Background: an optimization exercise with open tools, aiming at small area and a short achievable clock period. Do not read the settings as production practice. Only simulation tests tie the RTL to the original design; equivalence was not proved. Power figures rest on the tool's default switching activity, not on a simulated workload.

==> flow/design.v (excerpt) <==
module scarf_2_edge_counters
  ( input  logic        clk,
    input  logic        rst_n_sync,
    input  logic  [7:0] data_in,
    input  logic        data_in_valid,
    input  logic        data_in_finished,
    input  logic  [6:0] slave_id,
    input  logic        rnw,
    output logic  [7:0] read_data_out,
    input  logic        gpio_0_in,
    input  logic        gpio_1_in
    );
export LEC_CHECK = 0
export CAP_MARGIN = 20
export CORE_MARGIN = 2
export CORE_UTILIZATION = 40
export SETUP_SLACK_MARGIN = 2.9
export SLEW_MARGIN = 20
export TNS_END_PERCENT = 5
create_clock -name core_clock -period 6.0 [get_ports {clk}]
standard.sh (not shown) runs the stock make flow with config.mk's settings and CLKGATE_MAP_FILE= SYNTH_SCRIPT=/design/flow/synth_recipe.tcl, a recipe that flattens the netlist after the stock synthesis.
==> flow/flow/run.sh <==
#!/bin/bash
# Standard layout, with slow wide OR cells, AND cells (two-stage, inverting
# inside) and NOR4 cells added to the don't-use list so that synthesis maps the
# read-data logic to faster gates. Each tool's output stays in orfs/logs.
set -euo pipefail
EXTRA="sky130_fd_sc_hd__and4bb_1 sky130_fd_sc_hd__and4bb_2 sky130_fd_sc_hd__and4bb_4 sky130_fd_sc_hd__and4b_1 sky130_fd_sc_hd__and4b_2 sky130_fd_sc_hd__and4b_4 sky130_fd_sc_hd__and3b_1 sky130_fd_sc_hd__and3b_2 sky130_fd_sc_hd__and3b_4 sky130_fd_sc_hd__nor4bb_1 sky130_fd_sc_hd__nor4bb_2 sky130_fd_sc_hd__nor4bb_4 sky130_fd_sc_hd__nor4b_1 sky130_fd_sc_hd__nor4b_2 sky130_fd_sc_hd__nor4b_4 sky130_fd_sc_hd__nor3b_1 sky130_fd_sc_hd__nor3b_2 sky130_fd_sc_hd__nor3b_4 sky130_fd_sc_hd__and4_1 sky130_fd_sc_hd__and4_2 sky130_fd_sc_hd__and4_4 sky130_fd_sc_hd__and3_1 sky130_fd_sc_hd__and3_2 sky130_fd_sc_hd__and3_4 sky130_fd_sc_hd__nor4_1 sky130_fd_sc_hd__nor4_2 sky130_fd_sc_hd__nor4_4 sky130_fd_sc_hd__or4_1 sky130_fd_sc_hd__or4_2 sky130_fd_sc_hd__or4_4 sky130_fd_sc_hd__or4b_1 sky130_fd_sc_hd__or4b_2 sky130_fd_sc_hd__or4b_4 sky130_fd_sc_hd__or4bb_1 sky130_fd_sc_hd__or4bb_2 sky130_fd_sc_hd__or4bb_4 sky130_fd_sc_hd__or3_1 sky130_fd_sc_hd__or3_2 sky130_fd_sc_hd__or3_4 sky130_fd_sc_hd__or3b_1 sky130_fd_sc_hd__or3b_2 sky130_fd_sc_hd__or3b_4"
PLATFORM_DONT_USE="sky130_fd_sc_hd__probe_p_8 sky130_fd_sc_hd__probec_p_8 sky130_fd_sc_hd__lpflow_bleeder_1 sky130_fd_sc_hd__lpflow_clkbufkapwr_1 sky130_fd_sc_hd__lpflow_clkbufkapwr_16 sky130_fd_sc_hd__lpflow_clkbufkapwr_2 sky130_fd_sc_hd__lpflow_clkbufkapwr_4 sky130_fd_sc_hd__lpflow_clkbufkapwr_8 sky130_fd_sc_hd__lpflow_clkinvkapwr_1 sky130_fd_sc_hd__lpflow_clkinvkapwr_16 sky130_fd_sc_hd__lpflow_clkinvkapwr_2 sky130_fd_sc_hd__lpflow_clkinvkapwr_4 sky130_fd_sc_hd__lpflow_clkinvkapwr_8 sky130_fd_sc_hd__lpflow_decapkapwr_12 sky130_fd_sc_hd__lpflow_decapkapwr_3 sky130_fd_sc_hd__lpflow_decapkapwr_4 sky130_fd_sc_hd__lpflow_decapkapwr_6 sky130_fd_sc_hd__lpflow_decapkapwr_8 sky130_fd_sc_hd__lpflow_inputiso0n_1 sky130_fd_sc_hd__lpflow_inputiso0p_1 sky130_fd_sc_hd__lpflow_inputiso1n_1 sky130_fd_sc_hd__lpflow_inputiso1p_1 sky130_fd_sc_hd__lpflow_inputisolatch_1 sky130_fd_sc_hd__lpflow_isobufsrc_1 sky130_fd_sc_hd__lpflow_isobufsrc_16 sky130_fd_sc_hd__lpflow_isobufsrc_2 sky130_fd_sc_hd__lpflow_isobufsrc_4 sky130_fd_sc_hd__lpflow_isobufsrc_8 sky130_fd_sc_hd__lpflow_isobufsrckapwr_16 sky130_fd_sc_hd__lpflow_lsbuf_lh_hl_isowell_tap_1 sky130_fd_sc_hd__lpflow_lsbuf_lh_hl_isowell_tap_2 sky130_fd_sc_hd__lpflow_lsbuf_lh_hl_isowell_tap_4 sky130_fd_sc_hd__lpflow_lsbuf_lh_isowell_4 sky130_fd_sc_hd__lpflow_lsbuf_lh_isowell_tap_1 sky130_fd_sc_hd__lpflow_lsbuf_lh_isowell_tap_2 sky130_fd_sc_hd__lpflow_lsbuf_lh_isowell_tap_4 "
bash standard.sh DONT_USE_CELLS="$PLATFORM_DONT_USE $EXTRA" finish > standard.log 2>&1
Change:
==> flow/flow/run.sh (replaced) <==
#!/bin/bash
# Standard layout, with slow wide OR cells and AND cells (two-stage, inverting
# inside) added to the don't-use list so that synthesis maps the
# read-data logic to faster gates. Each tool's output stays in orfs/logs.
set -euo pipefail
EXTRA="sky130_fd_sc_hd__and4bb_1 sky130_fd_sc_hd__and4bb_2 sky130_fd_sc_hd__and4bb_4 sky130_fd_sc_hd__and4b_1 sky130_fd_sc_hd__and4b_2 sky130_fd_sc_hd__and4b_4 sky130_fd_sc_hd__and3b_1 sky130_fd_sc_hd__and3b_2 sky130_fd_sc_hd__and3b_4 sky130_fd_sc_hd__nor4bb_1 sky130_fd_sc_hd__nor4bb_2 sky130_fd_sc_hd__nor4bb_4 sky130_fd_sc_hd__nor4b_1 sky130_fd_sc_hd__nor4b_2 sky130_fd_sc_hd__nor4b_4 sky130_fd_sc_hd__nor3b_1 sky130_fd_sc_hd__nor3b_2 sky130_fd_sc_hd__nor3b_4 sky130_fd_sc_hd__and4_1 sky130_fd_sc_hd__and4_2 sky130_fd_sc_hd__and4_4 sky130_fd_sc_hd__and3_1 sky130_fd_sc_hd__and3_2 sky130_fd_sc_hd__and3_4 sky130_fd_sc_hd__or4_1 sky130_fd_sc_hd__or4_2 sky130_fd_sc_hd__or4_4 sky130_fd_sc_hd__or4b_1 sky130_fd_sc_hd__or4b_2 sky130_fd_sc_hd__or4b_4 sky130_fd_sc_hd__or4bb_1 sky130_fd_sc_hd__or4bb_2 sky130_fd_sc_hd__or4bb_4 sky130_fd_sc_hd__or3_1 sky130_fd_sc_hd__or3_2 sky130_fd_sc_hd__or3_4 sky130_fd_sc_hd__or3b_1 sky130_fd_sc_hd__or3b_2 sky130_fd_sc_hd__or3b_4"
PLATFORM_DONT_USE="sky130_fd_sc_hd__probe_p_8 sky130_fd_sc_hd__probec_p_8 sky130_fd_sc_hd__lpflow_bleeder_1 sky130_fd_sc_hd__lpflow_clkbufkapwr_1 sky130_fd_sc_hd__lpflow_clkbufkapwr_16 sky130_fd_sc_hd__lpflow_clkbufkapwr_2 sky130_fd_sc_hd__lpflow_clkbufkapwr_4 sky130_fd_sc_hd__lpflow_clkbufkapwr_8 sky130_fd_sc_hd__lpflow_clkinvkapwr_1 sky130_fd_sc_hd__lpflow_clkinvkapwr_16 sky130_fd_sc_hd__lpflow_clkinvkapwr_2 sky130_fd_sc_hd__lpflow_clkinvkapwr_4 sky130_fd_sc_hd__lpflow_clkinvkapwr_8 sky130_fd_sc_hd__lpflow_decapkapwr_12 sky130_fd_sc_hd__lpflow_decapkapwr_3 sky130_fd_sc_hd__lpflow_decapkapwr_4 sky130_fd_sc_hd__lpflow_decapkapwr_6 sky130_fd_sc_hd__lpflow_decapkapwr_8 sky130_fd_sc_hd__lpflow_inputiso0n_1 sky130_fd_sc_hd__lpflow_inputiso0p_1 sky130_fd_sc_hd__lpflow_inputiso1n_1 sky130_fd_sc_hd__lpflow_inputiso1p_1 sky130_fd_sc_hd__lpflow_inputisolatch_1 sky130_fd_sc_hd__lpflow_isobufsrc_1 sky130_fd_sc_hd__lpflow_isobufsrc_16 sky130_fd_sc_hd__lpflow_isobufsrc_2 sky130_fd_sc_hd__lpflow_isobufsrc_4 sky130_fd_sc_hd__lpflow_isobufsrc_8 sky130_fd_sc_hd__lpflow_isobufsrckapwr_16 sky130_fd_sc_hd__lpflow_lsbuf_lh_hl_isowell_tap_1 sky130_fd_sc_hd__lpflow_lsbuf_lh_hl_isowell_tap_2 sky130_fd_sc_hd__lpflow_lsbuf_lh_hl_isowell_tap_4 sky130_fd_sc_hd__lpflow_lsbuf_lh_isowell_4 sky130_fd_sc_hd__lpflow_lsbuf_lh_isowell_tap_1 sky130_fd_sc_hd__lpflow_lsbuf_lh_isowell_tap_2 sky130_fd_sc_hd__lpflow_lsbuf_lh_isowell_tap_4 "
bash standard.sh DONT_USE_CELLS="$PLATFORM_DONT_USE $EXTRA" finish > standard.log 2>&1
- CTS_BUF_LIST: unset -> sky130_fd_sc_hd__clkbuf_8
- CTS_CLUSTER_DIAMETER: unset -> 50
- CTS_CLUSTER_SIZE: unset -> 24
Cell area decreases by a few percent.
Worst hold slack is about the same.
Global-route usage falls by 0.51 points.
Die area fell slightly.
First-iteration DRC count is lower by a quarter to a third.
Maximum frequency is higher by a few percent.
Non-clock buffer count came out lower by 4.
Utilization shrinks by 0.81 points.
Power came out lower by a few percent.
Change:
- CTS_BUF_LIST: sky130_fd_sc_hd__clkbuf_8 -> unset
- CTS_CLUSTER_DIAMETER: 50 -> unset
- CTS_CLUSTER_SIZE: 24 -> unset
- SETUP_SLACK_MARGIN: 2.9 -> 3.3
=> The changed run passed the timing, design-rule and antenna checks; count of clock-buffer cells in the layout goes up by 10; die area does not change; routed wire length increases by 0.90%; register-to-register slack barely changes; non-clock buffer count is higher by 9.
Change:
- CTS_BUF_LIST: unset -> sky130_fd_sc_hd__clkbuf_8
- CTS_CLUSTER_DIAMETER: unset -> 50
- CTS_CLUSTER_SIZE: unset -> 24
- SETUP_SLACK_MARGIN: 3.3 -> 3.1
Clock-buffer cell count drops by 10.
Final cell count stays flat.
Final area falls by 3.1%.
Sequential share of layout area goes up by 1.1 points.
Total power went down by 7.5%.
Flip-flop and latch count stays the same.
Worst setup slack gets worse by 17 ps.
Fmax is lower by 0.48%.
Wire length falls by 0.89%.
Clock skew grows by 20 ps.
Synthesized area stays the same.
Change:
- PLACE_DENSITY: unset -> 0.75
- SETUP_SLACK_MARGIN: 3.1 -> 2.9
Wire length went down by a few percent.
Utilization is about the same.
Design area hardly moves.
Worst hold slack is worse by 9.7 ps.
Area after synthesis is unchanged.
Non-clock buffer count climbs by 8.
Combinational power came out lower slightly.
Setup slack gets worse by 55 ps.

==> re-timing with driven ports <==
How much do the figures lean on ideal ports? The routed layouts below were timed once more, with nothing changed but the port constraints. Step 1, drivers: a clkbuf_16 drives clk and a buf_2 each remaining input, both assumed. Step 2 moves the port delays by t, midway between the first and last clock arrival at a register: inputs arrive t later, outputs are due t later. That takes back most of the time a late clock gives input paths. Three values: no drivers, after step 1, after step 2; two values: the first two.
run | t (ns) | setup WS [ns] | worst data-port slew with drivers (ns)
the first run | 0.585 | 2.392 / 2.360 / 1.858 | 0.04
the second run | 0.660 | 2.536 / 2.496 / 1.961 | 0.05
the third run | 0.605 | 2.553 / 2.513 / 1.978 | 0.05
the fourth run | 0.660 | 2.536 / 2.496 / 1.961 | 0.05
the fifth run | 0.635 | 2.481 / 2.496 / 1.866 | 0.05
After both steps every run listed still meets setup and hold. For the fifth run, which loses most, drivers alone change the setup slack by +0.015 ns; drivers and shift together by -0.615 ns.
